What follows belongs to an exercise in optimizing a design on an open flow for small area; a production flow would make more cautious choices. The RTL was checked by simulation tests, not by an equivalence proof against the original design. Power and IR drop assume default switching activity.

$ cat config.mk
export PLATFORM = sky130hd
export DESIGN_NAME = top_module
export DESIGN_NICKNAME = top_module
export VERILOG_FILES = /design/flow/design.v
export SDC_FILE = /design/flow/constraint.sdc
export NUM_CORES = 4
export LEC_CHECK = 0
export CAP_MARGIN = 20
export CORE_MARGIN = 2
export CORE_UTILIZATION = 40
export SLEW_MARGIN = 20
$ cat constraint.sdc
create_clock -name core_clock -period 10.0 [get_ports {clk}]
set_input_delay 2.0000 -clock core_clock [delete_from_list [all_inputs] [get_ports {clk}]]
set_output_delay 2.0000 -clock core_clock [all_outputs]
set_load 0.01 [all_outputs]
$ cat design.v
`timescale 1ns / 1ps
module btn_debounce(
	input wire clk,		 
	input wire rst,		 
	input wire btn,		 
	output reg press	 
    );
	parameter DELAY_TIME = 20;	 
	reg btn_r0;		 
	reg btn_r1;		 
	wire btn_nedge;	 
	reg [4:0] delay_cnt;	 
	reg delay_flag;			 
	always @(posedge clk)
	if(rst)
	begin
		btn_r0 <= 1'b0;
		btn_r1 <= 1'b0;
	end
	else
	begin
		btn_r0 <= btn;		 
		btn_r1 <= btn_r0;	 
	end
	assign btn_nedge = ~btn_r0 & btn_r1;	 
	always @(posedge clk)
	if(rst)
		delay_flag <= 1'b0;
	else
	begin
		if(btn_nedge)
		begin	 
			delay_flag <= 1'b1;
		end
		if(delay_cnt == DELAY_TIME - 1)
		begin	 
			delay_flag <= 1'b0;
		end
	end
	always @(posedge clk)
	if(rst)
		delay_cnt <= 0;
	else
	begin
		if(delay_flag)
		begin
			if(delay_cnt == DELAY_TIME - 1)
			begin	 
				delay_cnt <= 0;
			end
			else	
			begin	 
				delay_cnt <= delay_cnt + 1;
			end
		end	
	end
	always @(posedge clk)
	if(rst)
		press <= 1'b0;
	else
	begin
		if(delay_cnt == DELAY_TIME - 1)
		begin	 
			press <= ~btn_r0;
		end
		else
		begin	 
			press <= 1'b0;
		end
	end
endmodule
`timescale 1ns / 1ps
module call(
	input wire clk,
	input wire rst,
	output reg call_state,
	input wire press_call
    );
	always @(posedge clk)
	if(rst)
		call_state <= 1'b0;
	else
	begin
		if(press_call)
		begin
			call_state <= ~call_state;
		end
	end
endmodule
`timescale 1ns / 1ps
module door(
	input wire clk,
	input wire rst,
	output reg door_state,
	input wire[1:0] direction,
	input wire[4:0] state,
	input wire door_open_sw,
	input wire door_close_sw
    );
	parameter max=2000;  
	reg[10:0] n;
	always @(posedge clk)
	if(rst)
	begin
		door_state <= 1'b0;
		n <= 0;
	end
	else
	begin
		if(direction == 2'b00)
		begin
			if(door_open_sw && door_close_sw)	 
				door_state <= 1;
			else if(door_open_sw)	 
				door_state <= 1;
			else if(door_close_sw)	 
				door_state <= 0;
		end
		if(n == max)
		begin
			n <= 0;
			case(state)
			5'b00000: 
				begin
					if(door_open_sw == 0)
						door_state <= 0;
				end
			5'b00001: 
				begin
					door_state <= 1;
				end
			5'b00010: 
				begin
				end
			5'b00011: 
				begin
				end
			5'b00100: 
				begin
				end
			5'b00101: 
				begin
				end
			5'b00110: 
				begin
					door_state <= 1;
				end
			5'b00111: 
				begin
				end
			5'b01000: 
				begin
				end
			5'b01001: 
				begin
				end
			5'b01010: 
				begin
				end
			5'b01011: 
				begin
					door_state <= 1;
				end
			5'b01100: 
				begin
				end
			5'b01101: 
				begin
				end
			5'b01110: 
				begin
				end
			5'b01111: 
				begin
				end
			5'b10000: 
				begin
					door_state <= 1;
				end
			endcase
		end
		else n <= n + 1;
	end
endmodule
`timescale 1ns / 1ps
module display_seg(
	input wire clk,
	input wire rst,
	output reg[10:0] display_floor,
	input wire[1:0] now_floor,
	input wire[1:0] direction,
	input wire door_state,
	input wire[1:0] pointer
    );
	reg count;
	reg[2:0] select;
    parameter T1MS=1;    
	always @(posedge clk)
	if(rst)
	begin
		display_floor <= 11'b1110_1001111;
	end
	else
	begin
		case(select)
		0:
			begin
				case(now_floor)
				2'b00:	 
					begin
					display_floor <= 11'b1110_1001111;
					end
				2'b01:	 
					begin
					display_floor <= 11'b1110_0010010;
					end
				2'b10:	 
					begin
					display_floor <= 11'b1110_0000110;
					end
				2'b11:	 
					begin
					display_floor <= 11'b1110_1001100;
					end
				endcase
			end
		1:
			begin
				case(pointer)
				2'b00:
					begin
					display_floor <= 11'b1111_1111111;
					end
				2'b01:
					begin
					display_floor <= 11'b1101_0011101;
					end
				2'b10:
					begin
					display_floor <= 11'b1101_1100011;
					end
				endcase
			end
		2:
			begin
				if(door_state == 0)	 
				begin
					display_floor <= 11'b1011_0110001;
				end
				else				 
				begin
					display_floor <= 11'b1011_0000001;
				end
			end
		3:
			begin
				case(direction)
				2'b00:	 
					begin
					display_floor <= 11'b0111_1111110;
					end
				2'b01:	 
					begin
					display_floor <= 11'b0111_0111111;
					end
				2'b10:	 
					begin
					display_floor <= 11'b0111_1110111;
					end
				endcase
			end
		endcase
	end
	always@(posedge clk)
	if(rst)
	begin
		count <= 0;
		select <= 0;
	end
	else
	begin
		count <= count + 1;
		if(count == T1MS)
			begin
			count <= 0;
			select <= select + 1;
			if(select == 4)
				select <= 0;
			end
	end
endmodule
`timescale 1ns / 1ps
module in_btn(
	input wire clk,
	input wire rst,
	input wire press1,
	input wire press2,
	input wire press3,
	input wire press4,
	output reg press_in1,
	output reg press_in2,
	output reg press_in3,
	output reg press_in4,
	input wire[4:0] state
    );
	parameter max=2000;  
	reg[10:0] n;
	always @(posedge clk)
	if(rst)
	begin
		press_in1 <= 1'b0;
		press_in2 <= 1'b0;
		press_in3 <= 1'b0;
		press_in4 <= 1'b0;
		n <= 0;
	end
	else
	begin
		if(press1)
			press_in1 <= ~press_in1;
		if(press2)
			press_in2 <= ~press_in2;
		if(press3)
			press_in3 <= ~press_in3;
		if(press4)
			press_in4 <= ~press_in4;
		if(n == max)
		begin
			n <= 0;
			case(state)
			5'b00000: 
				begin
				end
			5'b00001: 
				begin
				press_in1 <= 0;
				end
			5'b00010: 
				begin
				end
			5'b00011: 
				begin
				end
			5'b00100: 
				begin
				end
			5'b00101: 
				begin
				end
			5'b00110: 
				begin
				press_in2 <= 0;
				end
			5'b00111: 
				begin
				end
			5'b01000: 
				begin
				end
			5'b01001: 
				begin
				end
			5'b01010: 
				begin
				end
			5'b01011: 
				begin
				press_in3 <= 0;
				end
			5'b01100: 
				begin
				end
			5'b01101: 
				begin
				end
			5'b01110: 
				begin
				end
			5'b01111: 
				begin
				end
			5'b10000: 
				begin
				press_in4 <= 0;
				end
			endcase
		end
		else n <= n + 1;
	end
endmodule
`timescale 1ns / 1ps
module out_btn(
	input wire clk,
	input wire rst,
	output reg press_out1_up,
	output reg press_out2_up,
	output reg press_out2_down,
	output reg press_out3_up,
	output reg press_out3_down,
	output reg press_out4_down,
	input wire out1_up_sw,
	input wire out2_up_sw,
	input wire out2_down_sw,
	input wire out3_up_sw,
	input wire out3_down_sw,
	input wire out4_down_sw,
	input wire led_out_test_sw,
	input wire[4:0] state,
	input wire[1:0]	pointer,
	input wire[3:0] request_total,
	input wire press_in1,
	input wire press_in2, 
	input wire press_in3, 
	input wire press_in4
    );
	reg[5:0] last_state;	 
	parameter max=2000;  
	reg[10:0] n;
	always @(posedge clk)
	if(rst)
	begin
		press_out1_up <= 1'b0;
		press_out2_up <= 1'b0;
		press_out2_down <= 1'b0;
		press_out3_up <= 1'b0;
		press_out3_down <= 1'b0;
		press_out4_down <= 1'b0;
		last_state <= 6'b000000;
		n <= 0;
	end
	else
	begin
		if(last_state[5] != out1_up_sw)
			press_out1_up <= ~press_out1_up;
		if(last_state[4] != out2_up_sw)
			press_out2_up <= ~press_out2_up;
		if(last_state[3] != out2_down_sw)
			press_out2_down <= ~press_out2_down;
		if(last_state[2] != out3_up_sw)
			press_out3_up <= ~press_out3_up;
		if(last_state[1] != out3_down_sw)
			press_out3_down <= ~press_out3_down;
		if(last_state[0] != out4_down_sw)
			press_out4_down <= ~press_out4_down;
		last_state <= {out1_up_sw,out2_up_sw,out2_down_sw,out3_up_sw,out3_down_sw,out4_down_sw};
		if(led_out_test_sw)
		begin
			press_out1_up <= 0;
			press_out2_up <= 0;
			press_out2_down <= 0;
			press_out3_up <= 0;
			press_out3_down <= 0;
			press_out4_down <= 0;
		end
		if(n == max)
		begin
			n <= 0;
			case(state)
			5'b00000: 
				begin
				end
			5'b00001: 
				begin
					press_out1_up <= 0;
				end
			5'b00010: 
				begin
				end
			5'b00011: 
				begin
				end
			5'b00100: 
				begin
				end
			5'b00101: 
				begin
				end
			5'b00110: 
				begin
					if(press_out2_up == 0 && press_out2_down == 1 && (request_total == 4 ||
						(press_out3_up == 0 && press_out3_down == 1  && request_total == 6)))
						press_out2_down <= 0;
					if(press_out2_up == 1 && press_out2_down == 0 && (request_total == 4 ||
						(press_out3_up == 1 && press_out3_down == 0 && request_total == 6)))
						press_out2_up <= 0;
					if(pointer == 2'b10)
						press_out2_down <= 0;
					if(pointer == 2'b01)
						press_out2_up <= 0;
					if(pointer == 2'b00)
					begin
						press_out2_down <= 0;
						press_out2_up <= 0;
					end
				end
			5'b00111: 
				begin
				end
			5'b01000: 
				begin
				end
			5'b01001: 
				begin
				end
			5'b01010: 
				begin
				end
			5'b01011: 
				begin
					if(press_out3_up == 0 && press_out3_down == 1 && (request_total == 2 ||
						(request_total == 6 && press_out2_up == 0 && press_out2_down == 1)))
						press_out3_down <= 0;
					if(press_out3_up == 1 && press_out3_down == 0 && (request_total == 2 ||
						(request_total == 6 && press_out2_up == 1 && press_out2_down == 0)))
						press_out3_up <= 0;
					if(pointer == 2'b10)
						press_out3_down <= 0;
					if(pointer == 2'b01)
						press_out3_up <= 0;
					if(pointer == 2'b00)
					begin
						press_out3_down <= 0;
						press_out3_up <= 0;
					end
				end
			5'b01100: 
				begin
				end
			5'b01101: 
				begin
				end
			5'b01110: 
				begin
				end
			5'b01111: 
				begin
				end
			5'b10000: 
				begin
					press_out4_down <= 0;
				end
			endcase
		end
		else n <= n + 1;
	end
endmodule
`timescale 1ns / 1ps
module led(
	input wire clk,
	input wire rst,
	input wire press_in1,
	input wire press_in2, 
	input wire press_in3, 
	input wire press_in4,
	output reg led1,
	output reg led2,
	output reg led3,
	output reg led4,
	input wire[4:0] state,
	input wire door_open_sw,
	input wire door_close_sw,
	output reg door_open_led,
	output reg door_close_led,
	input wire call_state,
	output reg call_led1,
	output reg call_led2,
	input wire press_out1_up,
	input wire press_out2_up,
	input wire press_out2_down,
	input wire press_out3_up,
	input wire press_out3_down,
	input wire press_out4_down,
	output reg out1_up_led,
	output reg out2_up_led,
	output reg out2_down_led,
	output reg out3_up_led,
	output reg out3_down_led,
	output reg out4_down_led
    );
	parameter max=2000;  
	reg[10:0] n;
	parameter max_5HZ = 200;	 
	reg[7:0] n_5HZ;
	reg clk_5HZ;
	reg clk_5HZ_d;	 
	always @(posedge clk)
	if(rst)
	begin
		out1_up_led <= 1'b0;
		out2_up_led <= 1'b0;
		out2_down_led <= 1'b0;
		out3_up_led <= 1'b0;
		out3_down_led <= 1'b0;
		out4_down_led <= 1'b0;
	end
	else
	begin
		if(press_out1_up == 1)
			out1_up_led <= 1;
		else
			out1_up_led <= 0;
		if(press_out2_up == 1)
			out2_up_led <= 1;
		else
			out2_up_led <= 0;
		if(press_out2_down == 1)
			out2_down_led <= 1;
		else
			out2_down_led <= 0;
		if(press_out3_up == 1)
			out3_up_led <= 1;
		else
			out3_up_led <= 0;
		if(press_out3_down == 1)
			out3_down_led <= 1;
		else
			out3_down_led <= 0;
		if(press_out4_down == 1)
			out4_down_led <= 1;
		else
			out4_down_led <= 0;
	end
	always @(posedge clk)
	if(rst)
	begin
		n_5HZ <= 0;
		clk_5HZ <= 1'b0;
		clk_5HZ_d <= 1'b0;
	end
	else
	begin
		clk_5HZ_d <= clk_5HZ;
		if(n_5HZ == max_5HZ)
		begin
			clk_5HZ <= ~clk_5HZ;
			n_5HZ <= 0;
		end
		else
		begin
			n_5HZ <= n_5HZ + 1;
		end
	end
	always @(posedge clk)
	if(rst)
	begin
		call_led1 <= 1'b0;
		call_led2 <= 1'b0;
	end
	else if(clk_5HZ & ~clk_5HZ_d)
	begin
		if(call_state == 1)
		begin
			if(call_led1 == 0 && call_led2 == 0)
			begin
				call_led1 <= 1;
				call_led2 <= 0;
			end
			else
			begin
				call_led1 <= ~call_led1;
				call_led2 <= ~call_led2;
			end
		end
		else
		begin
			call_led1 <= 0;
			call_led2 <= 0;
		end
	end
	always @(posedge clk)
	if(rst)
	begin
		led1 <= 1'b0;
		led2 <= 1'b0;
		led3 <= 1'b0;
		led4 <= 1'b0;
		door_open_led <= 1'b0;
		door_close_led <= 1'b0;
		n <= 0;
	end
	else
	begin
		led1 <= press_in1;
		led2 <= press_in2;
		led3 <= press_in3;
		led4 <= press_in4;
		if(door_open_sw)
			door_open_led <= 1;
		else
			door_open_led <= 0;
		if(door_close_sw)
			door_close_led <= 1;
		else
			door_close_led <= 0;
		if(n == max)
		begin
			n <= 0;
			case(state)
			5'b00000: 
				begin
				end
			5'b00001: 
				begin
					led1 <= 0;
				end
			5'b00010: 
				begin
				end
			5'b00011: 
				begin
				end
			5'b00100: 
				begin
				end
			5'b00101: 
				begin
				end
			5'b00110: 
				begin
					led2 <= 0;
				end
			5'b00111: 
				begin
				end
			5'b01000: 
				begin
				end
			5'b01001: 
				begin
				end
			5'b01010: 
				begin
				end
			5'b01011: 
				begin
					led3 <= 0;
				end
			5'b01100: 
				begin
				end
			5'b01101: 
				begin
				end
			5'b01110: 
				begin
				end
			5'b01111: 
				begin
				end
			5'b10000: 
				begin
					led4 <= 0;
				end
			endcase
		end
		else n <= n + 1;
	end
endmodule
`timescale 1ns / 1ps
module state(
	input wire clk,
	input wire rst,
	(* fsm_encoding = "none" *) output reg[1:0] now_floor,
	(* fsm_encoding = "none" *) output reg[4:0] state,
	(* fsm_encoding = "none" *) output reg[1:0] direction,
	input wire door_state,
	(* fsm_encoding = "none" *) output reg[1:0]	pointer,
	input wire press_out1_up,
	input wire press_out2_up,
	input wire press_out2_down,
	input wire press_out3_up,
	input wire press_out3_down,
	input wire press_out4_down,
	output reg[3:0] request_total,
	input wire press_in1,
	input wire press_in2, 
	input wire press_in3, 
	input wire press_in4
    );
	parameter max=2000;  
	reg[10:0] n;
	wire [3:0] request_now = {press_in1 | press_out1_up, press_in2 | press_out2_up | press_out2_down,
					press_in3 | press_out3_up | press_out3_down, press_in4 | press_out4_down};
	function [4:0] jump_state;
	input [1:0] floor;
		begin
		case(floor)
		2'b00:	 
			begin
			case(now_floor)
			2'b00:
				begin
				jump_state = 5'b00001;
				end
			2'b01:
				begin
				jump_state = 5'b00010;
				end
			2'b10:
				begin
				jump_state = 5'b00011;
				end
			2'b11:
				begin
				jump_state = 5'b00100;
				end
			endcase
			end
		2'b01:	 
			begin
			case(now_floor)
			2'b00:
				begin
				jump_state = 5'b00101;
				end
			2'b01:
				begin
				jump_state = 5'b00110;
				end
			2'b10:
				begin
				jump_state = 5'b00111;
				end
			2'b11:
				begin
				jump_state = 5'b01000;
				end
			endcase
			end
		2'b10:	 
			begin
			case(now_floor)
			2'b00:
				begin
				jump_state = 5'b01001;
				end
			2'b01:
				begin
				jump_state = 5'b01010;
				end
			2'b10:
				begin
				jump_state = 5'b01011;
				end
			2'b11:
				begin
				jump_state = 5'b01100;
				end
			endcase
			end
		2'b11:	 
			begin
			case(now_floor)
			2'b00:
				begin
				jump_state = 5'b01101;
				end
			2'b01:
				begin
				jump_state = 5'b01110;
				end
			2'b10:
				begin
				jump_state = 5'b01111;
				end
			2'b11:
				begin
				jump_state = 5'b10000;
				end
			endcase
			end
		endcase
		end
	endfunction
	always @(posedge clk)
	if(rst)
	begin
		now_floor <= 2'b00;
		state <= 5'b00000;
		direction <= 2'b00;
		pointer <= 2'b00;
		request_total <= 4'b0000;
		n <= 0;
	end
	else
	begin
		if(press_in1 || press_out1_up)
		begin
			if(direction == 2'b00 && door_state == 0)
			begin
				if(now_floor > 0)	 
					direction <= 2'b10;
			end
			if(pointer == 2'b00)
			begin
				if(now_floor > 0)	 
					pointer <= 2'b10;
				else 
				begin
					if(press_out1_up == 1)
						pointer <= 2'b01;
				end
			end
		end
		if(press_in2 || press_out2_up || press_out2_down)
		begin
			if(direction == 2'b00 && door_state == 0)
			begin
				if(now_floor == 0)	 
					direction <= 2'b01;
				if(now_floor > 1)	 
					direction <= 2'b10;
			end
			if(pointer == 2'b00)
			begin
				if(now_floor == 0)	 
					pointer <= 2'b01;
				else if(now_floor > 1)	 
					pointer <= 2'b10;
				else
				begin
					if(press_out2_down == 1)
						pointer <= 2'b10;
					if(press_out2_up == 1)
						pointer <= 2'b01;
				end
			end
		end
		if(press_in3 || press_out3_up || press_out3_down)
		begin
			if(direction == 2'b00 && door_state == 0)
			begin
				if(now_floor == 3)	 
					direction <= 2'b10;
				if(now_floor < 2)	 
					direction <= 2'b01;
			end
			if(pointer == 2'b00)
			begin
				if(now_floor == 3)	 
					pointer <= 2'b10;
				else if(now_floor < 2)	 
					pointer <= 2'b01;
				else
				begin
					if(press_out3_down == 1)
						pointer <= 2'b10;
					if(press_out3_up == 1)
						pointer <= 2'b01;
				end
			end
		end
		if(press_in4 || press_out4_down)
		begin
			if(direction == 2'b00 && door_state == 0)
			begin
				if(now_floor < 3)	 
					direction <= 2'b01;
			end
			if(pointer == 2'b00)
			begin
				if(now_floor < 3)	 
					pointer <= 2'b01;
				else
				begin
					if(press_out4_down == 1)
						pointer <= 2'b10;
				end
			end
		end
		request_total <= request_now;	 
		if(n == max)
		begin
			n <= 0;
			case(state)
			5'b00000: 
				begin
					if(door_state == 1)	 
						state <= 5'b00000;
					else				 
					begin
						case(request_now)
						4'b0000:	 
							begin
							state <= 5'b00000;
							pointer <= 2'b00;
							direction <= 2'b00;
							end
						4'b0001:	 
							begin
							state <= jump_state(4-1);
							end
						4'b0010:	 
							begin
							state <= jump_state(3-1);
							end
						4'b0011:	 
							begin
							case(pointer)
							2'b00:	 
								begin
								case(now_floor)
								2'b00:	 
									begin
									state <= jump_state(3-1);
									end
								2'b01:	 
									begin
									state <= jump_state(3-1);
									end
								2'b10:	 
									begin
									state <= jump_state(3-1);
									end
								2'b11:	 
									begin
									state <= jump_state(4-1);
									end
								endcase
								end
							2'b01:	 
								begin
								if(press_out3_down == 1 && press_out3_up == 0)
									state <= jump_state(4-1);
								else
									state <= jump_state(3-1);
								end
							2'b10:	 
								begin
								state <= jump_state(4-1);
								end
							endcase
							end
						4'b0100:	 
							begin
							state <= jump_state(2-1);
							end
						4'b0101:	 
							begin
							case(pointer)
							2'b00:	 
								begin
								case(now_floor)
								2'b00:	 
									begin
									state <= jump_state(2-1);
									end
								2'b01:	 
									begin
									state <= jump_state(2-1);
									end
								2'b10:	 
									begin
									end
								2'b11:	 
									begin
									state <= jump_state(4-1);
									end
								endcase
								end
							2'b01:	 
								begin
								state <= jump_state(4-1);
								end
							2'b10:	 
								begin
								if(press_out2_down == 0 && press_out2_up == 1)
									state <= jump_state(4-1);
								else
									state <= jump_state(2-1);
								end
							endcase
							end
						4'b0110:	 
							begin
							case(pointer)
							2'b00:	 
								begin
								case(now_floor)
								2'b00:	 
									begin
									if(press_out3_down == 1 && press_out3_up == 0 && press_out2_down == 1 && press_out2_up == 0 && press_in2 == 0 && press_in3 == 0)
										state <= jump_state(3-1);
									else
										state <= jump_state(2-1);
									end
								2'b01:	 
									begin
									state <= jump_state(2-1);
									end
								2'b10:	 
									begin
									state <= jump_state(3-1);
									end
								2'b11:	 
									begin
									if(press_out3_down == 0 && press_out3_up == 1 && press_out2_down == 0 && press_out2_up == 1 && press_in2 == 0 && press_in3 == 0)
										state <= jump_state(2-1);
									else
										state <= jump_state(3-1);
									end
								endcase
								end
							2'b01:	 
								begin
								if(press_out2_up == 0 && press_out2_down == 1)
								begin
									if(press_out3_up == 0 && press_out3_down == 1 && now_floor == 2'b10)
										pointer <= 2'b10;
									else
										state <= jump_state(3-1);
								end
								else
									state <= jump_state(2-1);
								end
							2'b10:	 
								begin
								if(press_out3_down == 0 && press_out3_up == 1)
								begin
									if(press_out2_down == 0 && press_out2_up == 1 && now_floor == 2'b01) 
										pointer <= 2'b01;
									else
										state <= jump_state(2-1);
								end
								else
									state <= jump_state(3-1);
								end
							endcase
							end
						4'b0111:	 
							begin
							case(pointer)
							2'b00:	 
								begin
								case(now_floor)
								2'b00:	 
									begin
									state <= jump_state(2-1);
									end
								2'b01:	 
									begin
									state <= jump_state(2-1);
									end
								2'b10:	 
									begin
									state <= jump_state(3-1);
									end
								2'b11:	 
									begin
									state <= jump_state(4-1);
									end
								endcase
								end
							2'b01:	 
								begin
								if(press_out2_down == 1 && press_out2_up == 0)
								begin
									if(press_out3_down == 1 && press_out3_up == 0)
										state <= jump_state(4-1);
									else
										state <= jump_state(3-1);
								end
								else
									state <= jump_state(2-1);
								end
							2'b10:	 
								begin
								state <= jump_state(4-1);
								end
							endcase
							end
						4'b1000:	 
							begin
							state <= jump_state(1-1);
							end
						4'b1001:	 
							begin
							case(pointer)
							2'b00:	 
								begin
								case(now_floor)
								2'b00:	 
									begin
									state <= jump_state(1-1);
									end
								2'b01:	 
									begin
									end
								2'b10:	 
									begin
									end
								2'b11:	 
									begin
									state <= jump_state(4-1);
									end
								endcase
								end
							2'b01:	 
								begin
								state <= jump_state(4-1);
								end
							2'b10:	 
								begin
								state <= jump_state(1-1);
								end
							endcase
							end
						4'b1010:	 
							begin
							case(pointer)
							2'b00:	 
								begin
								case(now_floor)
								2'b00:	 
									begin
									state <= jump_state(1-1);
									end
								2'b01:	 
									begin
									end
								2'b10:	 
									begin
									state <= jump_state(3-1);
									end
								2'b11:	 
									begin
									state <= jump_state(3-1);
									end
								endcase
								end
							2'b01:	 
								begin
								if(press_out3_up == 0 && press_out3_down == 1)
									state <= jump_state(1-1);
								else
									state <= jump_state(3-1);
								end
							2'b10:	 
								begin
								state <= jump_state(1-1);
								end
							endcase
							end
						4'b1011:	 
							begin
							case(pointer)
							2'b00:	 
								begin
								case(now_floor)
								2'b00:	 
									begin
									state <= jump_state(1-1);
									end
								2'b01:	 
									begin
									end
								2'b10:	 
									begin
									state <= jump_state(3-1);
									end
								2'b11:	 
									begin
									state <= jump_state(4-1);
									end
								endcase
								end
							2'b01:	 
								begin
								if(press_out3_up == 0 && press_out3_down == 1)
									state <= jump_state(4-1);
								else
									state <= jump_state(3-1);
								end
							2'b10:	 
								begin
								state <= jump_state(1-1);
								end
							endcase
							end
						4'b1100:	 
							begin
							case(pointer)
							2'b00:	 
								begin
								case(now_floor)
								2'b00:	 
									begin
									state <= jump_state(1-1);
									end
								2'b01:	 
									begin
									state <= jump_state(2-1);
									end
								2'b10:	 
									begin
									state <= jump_state(2-1);
									end
								2'b11:	 
									begin
									state <= jump_state(2-1);
									end
								endcase
								end
							2'b01:	 
								begin
								state <= jump_state(1-1);
								end
							2'b10:	 
								begin
								if(press_out2_down == 0 && press_out2_up == 1)
									state <= jump_state(1-1);
								else
									state <= jump_state(2-1);
								end
							endcase
							end
						4'b1101:	 
							begin
							case(pointer)
							2'b00:	 
								begin
								case(now_floor)
								2'b00:	 
									begin
									state <= jump_state(1-1);
									end
								2'b01:	 
									begin
									state <= jump_state(2-1);
									end
								2'b10:	 
									begin
									end
								2'b11:	 
									begin
									state <= jump_state(4-1);
									end
								endcase
								end
							2'b01:	 
								begin
								state <= jump_state(4-1);
								end
							2'b10:	 
								begin
								if(press_out2_down == 0 && press_out2_up == 1)
									state <= jump_state(1-1);
								else
									state <= jump_state(2-1);
								end
							endcase
							end
						4'b1110:	 
							begin
							case(pointer)
							2'b00:	 
								begin
								case(now_floor)
								2'b00:	 
									begin
									state <= jump_state(1-1);
									end
								2'b01:	 
									begin
									state <= jump_state(2-1);
									end
								2'b10:	 
									begin
									state <= jump_state(3-1);
									end
								2'b11:	 
									begin
									end
								endcase
								end
							2'b01:	 
								begin
								state <= jump_state(1-1);
								end
							2'b10:	 
								begin
								if(press_out3_down == 0 && press_out3_up == 1)
								begin
									if(press_out2_down == 0 && press_out2_up == 1)
										state <= jump_state(1-1);
									else
										state <= jump_state(2-1);
								end
								else
									state <= jump_state(3-1);
								end
							endcase
							end
						4'b1111:	 
							begin
							case(pointer)
							2'b00:	 
								begin
								case(now_floor)
								2'b00:	 
									begin
									state <= jump_state(1-1);
									end
								2'b01:	 
									begin
									state <= jump_state(2-1);
									end
								2'b10:	 
									begin
									state <= jump_state(3-1);
									end
								2'b11:	 
									begin
									state <= jump_state(4-1);
									end
								endcase
								end
							2'b01:	 
								begin
								state <= jump_state(1-1);
								end
							2'b10:	 
								begin
								state <= jump_state(4-4);
								end
							endcase
							end
						endcase
					end
				end
			5'b00001: 
				begin
					if(press_out1_up == 1)
						pointer <= 2'b01;
					state <= 5'b00000;
					now_floor <= 2'b00;
					direction <= 2'b00;
				end
			5'b00010: 
				begin
					if(press_in2 == 1 ||
						(press_out2_down == 1 && pointer == 2'b10) ||
						(press_out2_up == 1 && pointer == 2'b01))	 
						state <= 5'b00110;
					else
					begin
						state <= 5'b00001;
						now_floor <= 2'b00;
						direction <= 2'b10;
						pointer <= 2'b10;
					end
				end
			5'b00011: 
				begin
					if(press_in3 == 1 ||
						(press_out3_down == 1 && pointer == 2'b10) ||
						(press_out3_up == 1 && pointer == 2'b01))	 
						state <= 5'b01011;
					else
					begin
						state <= 5'b00010;
						now_floor <= 2'b01;
						direction <= 2'b10;
						pointer <= 2'b10;
					end
				end
			5'b00100: 
				begin
					if(press_in4 == 1 || press_out4_down == 1)	 
						state <= 5'b10000;
					else
					begin
						state <= 5'b00011;
						now_floor <= 2'b10;
						direction <= 2'b10;
						pointer <= 2'b10;
					end
				end
			5'b00101: 
				begin
					if(press_in1 == 1 || press_out1_up == 1)	 
						state <= 5'b00001;
					else
					begin
						state <= 5'b00110;
						now_floor <= 2'b01;
						direction <= 2'b01;
						pointer <= 2'b01;
					end
				end
			5'b00110: 
				begin
					if(press_out2_up == 0 && press_out2_down == 1 && (request_now == 4 ||
						(press_out3_up == 0 && press_out3_down == 1 && request_now == 6)))
						pointer <= 2'b10;
					if(press_out2_up == 1 && press_out2_down == 0 && (request_now == 4 ||
						(press_out3_up == 1 && press_out3_down == 0 && request_now == 6)))
						pointer <= 2'b01;
					state <= 5'b00000;
					direction <= 2'b00;
					now_floor <= 2'b01;
				end
			5'b00111: 
				begin
					if(press_in3 == 1 ||
						(press_out3_down == 1 && pointer == 2'b10) ||
						(press_out3_up == 1 && pointer == 2'b01))	 
						state <= 5'b01011;
					else
					begin
						state <= 5'b00110;
						now_floor <= 2'b01;
						direction <= 2'b10;
						pointer <= 2'b10;
					end
				end
			5'b01000: 
				begin
					if(press_in4 == 1 || press_out4_down == 1)	 
						state <= 5'b10000;
					else
					begin
						state <= 5'b00111;
						now_floor <= 2'b10;
						direction <= 2'b10;
						pointer <= 2'b10;
					end
				end
			5'b01001: 
				begin
					if(press_in1 == 1 || press_out1_up == 1)	 
						state <= 5'b00001;
					else
					begin
						state <= 5'b01010;
						now_floor <= 2'b01;
						direction <= 2'b01;
						pointer <= 2'b01;
					end
				end
			5'b01010: 
				begin
					if(press_in2 == 1 ||
						(press_out2_down == 1 && pointer == 2'b10) ||
						(press_out2_up == 1 && pointer == 2'b01))	 
						state <= 5'b00110;
					else
					begin
						state <= 5'b01011;
						now_floor <= 2'b10;
						direction <= 2'b01;
						pointer <= 2'b01;
					end
				end
			5'b01011: 
				begin
					if(press_out3_up == 0 && press_out3_down == 1 && (request_now == 2 ||
						(request_now == 6 && press_out2_up == 0 && press_out2_down == 1)))
						pointer <= 2'b10;
					if(press_out3_up == 1 && press_out3_down == 0 && (request_now == 2 ||
						(request_now == 6 && press_out2_up == 1 && press_out2_down == 0)))
						pointer <= 2'b01;
					state <= 5'b00000;
					now_floor <= 2'b10;
					direction <= 2'b00;
				end
			5'b01100: 
				begin
					if(press_in4 == 1 || press_out4_down == 1)	 
						state <= 5'b10000;
					else
					begin
						state <= 5'b01011;
						now_floor <= 2'b10;
						direction <= 2'b10;
						pointer <= 2'b10;
					end
				end
			5'b01101: 
				begin
					if(press_in1 == 1 || press_out1_up == 1)	 
						state <= 5'b00001;
					else
					begin
						state <= 5'b01110;
						now_floor <= 2'b01;
						direction <= 2'b01;
						pointer <= 2'b01;
					end
				end
			5'b01110: 
				begin
					if(press_in2 == 1 ||
						(press_out2_down == 1 && pointer == 2'b10) ||
						(press_out2_up == 1 && pointer == 2'b01))	 
						state <= 5'b00110;
					else
					begin
						state <= 5'b01111;
						now_floor <= 2'b10;
						direction <= 2'b01;
						pointer <= 2'b01;
					end
				end
			5'b01111: 
				begin
					if(press_in3 == 1 ||
						(press_out3_down == 1 && pointer == 2'b10) ||
						(press_out3_up == 1 && pointer == 2'b01))	 
						state <= 5'b01011;
					else
					begin
						state <= 5'b10000;
						now_floor <= 2'b11;
						direction <= 2'b01;
						pointer <= 2'b01;
					end
				end
			5'b10000: 
				begin
					if(press_out4_down == 1)
						pointer <= 2'b10;
					state <= 5'b00000;
					now_floor <= 2'b11;
					direction <= 2'b00;
				end
			endcase
		end
		else n <= n + 1;
	end
endmodule
`timescale 1ns / 1ps
module top_module(
	input wire floor1_btn,				 
	input wire floor2_btn,				 
	input wire floor3_btn,				 
	input wire floor4_btn,				 
	output wire floor1_led,				 
	output wire floor2_led,				 
	output wire floor3_led,				 
	output wire floor4_led,				 
	output wire door_open_led,			 
	output wire door_close_led,			 
	input wire door_open_sw,			 
	input wire door_close_sw,			 
	input clk,							 
	input wire rst,						 
	output wire[10:0] display_floor,	 
	input wire call_btn,				 
	output wire call_led1,				 
	output wire call_led2,				 
	input wire out1_up_sw,				 
	input wire out2_up_sw,				 
	input wire out2_down_sw,			 
	input wire out3_up_sw,				 
	input wire out3_down_sw,			 
	input wire out4_down_sw,			 
	output wire out1_up_led,			 
	output wire out2_up_led,			 
	output wire out2_down_led,			 
	output wire out3_up_led,			 
	output wire out3_down_led,			 
	output wire out4_down_led,			 
	input wire led_out_test_sw			 
    );
	wire press1, press2, press3, press4;	 
	wire press_call;		 
	wire call_state;		 
	wire press_out1_up, press_out2_up, press_out2_down, press_out3_up, press_out3_down, press_out4_down;
	wire [1:0] now_floor;	 
	wire [4:0] state;	 
	wire [1:0] direction;	 
	wire [1:0] pointer;	 
	wire door_state;	 
	wire [3:0] request_total;	 
	wire press_in1, press_in2, press_in3, press_in4;	 
	btn_debounce u_btn_debounce1(
		.clk	(clk),
		.rst	(rst),
		.btn	(floor1_btn),
		.press	(press1)
	);
	btn_debounce u_btn_debounce2(
		.clk	(clk),
		.rst	(rst),
		.btn	(floor2_btn),
		.press	(press2)
	);
	btn_debounce u_btn_debounce3(
		.clk	(clk),
		.rst	(rst),
		.btn	(floor3_btn),
		.press	(press3)
	);
	btn_debounce u_btn_debounce4(
		.clk	(clk),
		.rst	(rst),
		.btn	(floor4_btn),
		.press	(press4)
	);
	btn_debounce u_btn_debounce_call(
		.clk	(clk),
		.rst	(rst),
		.btn	(call_btn),
		.press	(press_call)
	);
	state u_state(
		.clk	(clk),
		.rst	(rst),
		.now_floor		(now_floor),
		.state			(state),
		.direction		(direction),
		.door_state		(door_state),
		.pointer		(pointer),
		.press_out1_up		(press_out1_up),
		.press_out2_up		(press_out2_up),
		.press_out2_down	(press_out2_down),
		.press_out3_up		(press_out3_up),
		.press_out3_down	(press_out3_down),
		.press_out4_down	(press_out4_down),
		.request_total		(request_total),
		.press_in1	(press_in1),
		.press_in2	(press_in2),
		.press_in3	(press_in3),
		.press_in4	(press_in4)
	);
	led u_led(
		.clk	(clk),
		.rst	(rst),
		.press_in1	(press_in1),
		.press_in2	(press_in2),
		.press_in3	(press_in3),
		.press_in4	(press_in4),
		.led1	(floor1_led),
		.led2	(floor2_led),
		.led3	(floor3_led),
		.led4	(floor4_led),
		.state	(state),
		.door_open_sw	(door_open_sw),
		.door_close_sw	(door_close_sw),
		.door_open_led	(door_open_led),
		.door_close_led	(door_close_led),
		.call_state		(call_state),
		.call_led1		(call_led1),
		.call_led2		(call_led2),
		.press_out1_up		(press_out1_up),
		.press_out2_up		(press_out2_up),
		.press_out2_down	(press_out2_down),
		.press_out3_up		(press_out3_up),
		.press_out3_down	(press_out3_down),
		.press_out4_down	(press_out4_down),
		.out1_up_led		(out1_up_led),
		.out2_up_led		(out2_up_led),
		.out2_down_led		(out2_down_led),
		.out3_up_led		(out3_up_led),
		.out3_down_led		(out3_down_led),
		.out4_down_led		(out4_down_led)
	);
	display_seg u_display_seg(
		.clk	(clk),
		.rst	(rst),
		.display_floor	(display_floor),
		.now_floor		(now_floor),
		.direction		(direction),
		.door_state		(door_state),
		.pointer		(pointer)
	);
	door u_door(
		.clk	(clk),
		.rst	(rst),
		.door_state	(door_state),
		.direction	(direction),
		.state		(state),
		.door_open_sw	(door_open_sw),
		.door_close_sw	(door_close_sw)
	);
	call u_call(
		.clk	(clk),
		.rst	(rst),
		.call_state	(call_state),
		.press_call	(press_call)
	);
	in_btn u_in_btn(
		.clk	(clk),
		.rst	(rst),
		.press1	(press1),
		.press2 (press2),
		.press3 (press3),
		.press4 (press4),
		.press_in1	(press_in1),
		.press_in2	(press_in2),
		.press_in3	(press_in3),
		.press_in4	(press_in4),
		.state		(state)
	);
	out_btn u_out_btn(
		.clk	(clk),
		.rst	(rst),
		.press_out1_up		(press_out1_up),
		.press_out2_up		(press_out2_up),
		.press_out2_down	(press_out2_down),
		.press_out3_up		(press_out3_up),
		.press_out3_down	(press_out3_down),
		.press_out4_down	(press_out4_down),
		.out1_up_sw			(out1_up_sw),
		.out2_up_sw			(out2_up_sw),
		.out2_down_sw		(out2_down_sw),
		.out3_up_sw			(out3_up_sw),
		.out3_down_sw		(out3_down_sw),
		.out4_down_sw		(out4_down_sw),
		.led_out_test_sw	(led_out_test_sw),
		.state				(state),
		.pointer			(pointer),
		.request_total		(request_total),
		.press_in1			(press_in1),
		.press_in2			(press_in2),
		.press_in3			(press_in3),
		.press_in4			(press_in4)
	);
endmodule
$ cat run.sh
#!/bin/bash
# synth_recipe.tcl (not shown) runs the flow's synth.tcl, then flattens the netlist and writes it again
# the make line also repeats each setting of config.mk as NAME=value (left out here)
make -C /OpenROAD-flow-scripts/flow DESIGN_CONFIG=/design/flow/config.mk WORK_HOME=/design/flow/orfs CLKGATE_MAP_FILE= SYNTH_SCRIPT=/design/flow/synth_recipe.tcl finish
==> results.tsv <==
metric	value	unit
via count of the first global-routing pass	7544	
pin count of the biggest net entering global routing	54	
async set-or-reset flop fraction in the synthesized netlist	0	
per-instance average area after synthesis	8.082	µm²
DRC Markers	0	
switching component of the power	0.0004807	W
skew final	12.20	ps
Cell Chain, Critical Path	clkdlybuf4s50_1	
internal power	0.001153	W
overall track demand over capacity in global routing	0.1851	
clock latency reported for the late side of the worst-skew pair	440	ps
Yosys cell types	79	
Critical Setup Path Class	reg2out	
CTS tree	built	
area of the multi-input gates	5545	µm²
via/cell ratio	5.515	
count of maximum capacitance violations	0	
max-slew violation total from the final report	0	
clock buffer depth	2	
total number of clock tree sinks	172	
portion of total power attributed to the clock network	0.402	
fraction of power spent switching nets	0.2942	
number of antenna violations at the first check in global routing	0	
Combinational Power Share	0.149	
utilization of the core after routing	0.4543	
relative slew slack	0.3476	
most used flip-flop cell after synthesis	sky130_fd_sc_hd__dfxtp_1	
Final setup violation count	0	
max incr delay on CP	550	ps
die extent in x	157.6	µm
area fraction in compound gates after synthesis	0.1806	
total global routing overflow	0	
simple-gate portion of the synthesized area	0.2706	
Setup WS post-layout	6648	ps
arrival time of the worst setup path	1350	ps
crit end category	primary output	
post-detailed-route count of antenna-violating nets	0	
Starting Density	0.4046	
mux cell area share after synthesis	0.01829	
maximum fanout along the worst path	4	
sequential group share of total power	0.449	
die outline height	157.6	µm
Total Nets Final	1217	
Setup Total Neg Slack	0	ps
# resized after CTS	0	
post-synthesis sequential element count	172	
biggest area consumer among synthesized cells	sky130_fd_sc_hd__dfxtp_1	
post-place instance area	10020	µm²
minimum clock period after layout	3352	ps
Hold/Removal Path Class	reg2reg	
largest family of logic cells by synthesized area	simple AND/OR/NAND/NOR gates	
post-layout power	0.001634	W
final weighted congestion in routability-driven placement	0.8848	
via total after detailed routing	8250	
CTS Hold Bufs	0	
# IOs	41	
crit share post-route	0.3352	
CTS Buf Count	17	
die footprint	24850	µm²
adder-cell share of the synthesized area	0.04771	
Buf/Inv on CP	1	
CP startpoint kind	register	
Layout Area Growth over Synthesis	12.29	%
total number of placement rows	56	
required time of the critical path	8000	ps
cells after synthesis	1168	
wire length after detailed routing	22610	µm
share of the synthesized netlist area taken by xor and xnor gates	0.06958	
filler cell count	2338	
unrepaired setup endpoints after global routing	no	
Yosys top cell area share	0.3647	
commonest non-fill, non-tap cell in the layout	sky130_fd_sc_hd__dfxtp_1	
share of cells above drive strength 1	0.05692	
sequential-to-total area share from yosys stat	0.3647	
clock root buffer master	sky130_fd_sc_hd__clkbuf_16	
total count of hold-check failures in the final report	0	
cell area after synthesis	9440	µm²
DP Worst Slack	6256	ps
Post-CTS Setup Inserts	0	
syn_nets	1220	
depth of the CTS H-tree	4	
Antenna Diode Count	0	
Starting DRT DRC Count	684	
outcome	no timing/DRC/antenna violations	
leakage	3.776	nW
worst voltage drop across the vdd grid	0.1013	mV
Critical-path top delay cell	sky130_fd_sc_hd__clkdlybuf4s50_1	
detailed-placement wirelength estimate	15390	µm
Fmax achieved	0.2983	GHz
detailed-routing iteration count for the pre-antenna-repair pass	5	
clock transition time at the flip-flop clock pins of the worst setup and hold paths	70	ps
sequential cell area in the final layout	3443	µm²
crit-path leading delay family	buffers and inverters	
leading cell types by total area after synthesis	sky130_fd_sc_hd__dfxtp_1, sky130_fd_sc_hd__nor2_1, sky130_fd_sc_hd__ha_1	
synth warn	8	
global-route wire length before repair	37480	µm
Port Buffers	40	
pin slew with the least headroom to its limit	978.6	ps
power per unit of standard cell area	154.1	nW/µm²
commonest non-fill, non-tap cells in the layout	sky130_fd_sc_hd__dfxtp_1, sky130_fd_sc_hd__nor2_1, sky130_fd_sc_hd__nand2_1, sky130_fd_sc_hd__a21oi_1, sky130_fd_sc_hd__nand3_1	
placeable core region	23330	µm²
post-route cell area	10600	µm²
number of flops mapped to enable cells by yosys	0	
Routed WL per cell	15.11	µm
## cells by family (layout without fill, tap and decap cells)
kind of cell    Yosys count  after routing
simple gates            498            498
compound gates          255            255
flops                   172            172
buf+inv                 115            124
xor+xnor                 75             75
fa+ha+maj                36             36
mux                      17             17
## power groups by stage
stage	clock network [W]	registers, W	logic, W
3_5_place_dp	0	0.000749	0.000240
3_3_place_gp	0	0.000749	0.000240
6_report	0.000657	0.000733	0.000243
2_1_floorplan	0	0.000741	0.000178
4_1_cts	0.000675	0.000733	0.000241
5_1_grt	0.000703	0.000737	0.000268
## cells in the mapped netlist, drive strengths merged, types with 15 or more instances
library cell	instances
a21oi	78
a211oi	17
nand4	16
dfxtp	172
clkbuf	49
xnor2	41
o21ai	47
and3	17
mux2i	15
nand2	84
nand3	55
xor2	34
nor2b	48
inv	43
ha	36
nor3	39
buf	23
nand2b	22
nor2	145
## path summary, 6_finish.rpt
check,start,endpoint,slack (ps),depth (start not counted)
worst min-delay path,u_btn_debounce_call.btn_r0$_SDFF_PP0_,u_btn_debounce_call.press$_SDFF_PP0_,420,1
worst max-delay path,u_led.call_led1$_SDFFE_PP0P_,call_led1,6650,1
worst min register to register,u_btn_debounce_call.btn_r0$_SDFF_PP0_,u_btn_debounce_call.press$_SDFF_PP0_,420,1
worst max register to register,u_state.pointer[0]$_SDFF_PP0_,u_state.direction[1]$_SDFF_PP0_,6680,9
## metrics by stage
| step | hold slack [ps] | cells |
|---|---|---|
| finish | 423.2 | 1496 |
| global route | 439.5 | 1496 |
| CTS | 426.6 | 1496 |
| detailed placement | 414.8 | 1465 |
| global placement | 408.5 | 1465 |
| floorplan | 397.5 | 1168 |
## final cells by class
cell class                      count  share of cell area
Clock inverter                     14             0.01440
Timing Repair Buffer               50             0.04462
Sequential cell                   172              0.3248
Clock buffer                       17             0.04013
Inverter                           43             0.01523
Multi-Input combinational cell    881              0.5231
Tap cell                          319             0.03765
## metal layers
layer | track usage | up-vias | wire [µm]
met5 | 0 | - | 0
met4 | 0.07186 | 0 | 414
met3 | 0.02956 | 34 | 1117
met2 | 0.2919 | 236 | 10250
met1 | 0.2536 | 3844 | 10830
li1 | - | 4136 | -
## sequential cells by signal (all words and copies together) (netlist names), 3 cells and up
register                       cells
u_btn_debounce3.delay_cnt          5
u_btn_debounce4.delay_cnt          5
u_state.state                      5
u_out_btn.n                       11
u_btn_debounce1.delay_cnt          5
u_state.request_total              4
u_display_seg.display_floor       11
u_led.n                           11
u_display_seg.select               3
u_out_btn.last_state               6
u_btn_debounce2.delay_cnt          5
u_led.n_5HZ                        8
u_state.n                         11
u_in_btn.n                        11
u_door.n                          11
u_btn_debounce_call.delay_cnt      5

## re-timing with driven ports
Ports are ideal in the flow. The routed layout listed here was re-timed in OpenROAD.
Step 1 assumes that a clkbuf_16 drives the clock port and a buf_2 every other input.
Step 2 adds t to the input delays and takes it off the output delays; t is the mean of the earliest and latest rising clock arrival at the registers after step 1. Input paths then give back, and output paths get back, about the clock's delay inside the block.
Slacks: ideal / step 1 / step 2; pairs: ideal / step 1.
t (ns): 0.475
setup slack, ns: 6.648 / 6.603 / 6.319
hold slack, ns: 0.423 / 0.423 / 0.423
clock arrival spread, ns: 0.014 / 0.014
worst slew at a driven data input, ns: 0.03
After both steps this run still meets setup and hold. For this run, drivers alone change the setup slack by -0.045 ns; drivers and shift together by -0.329 ns.
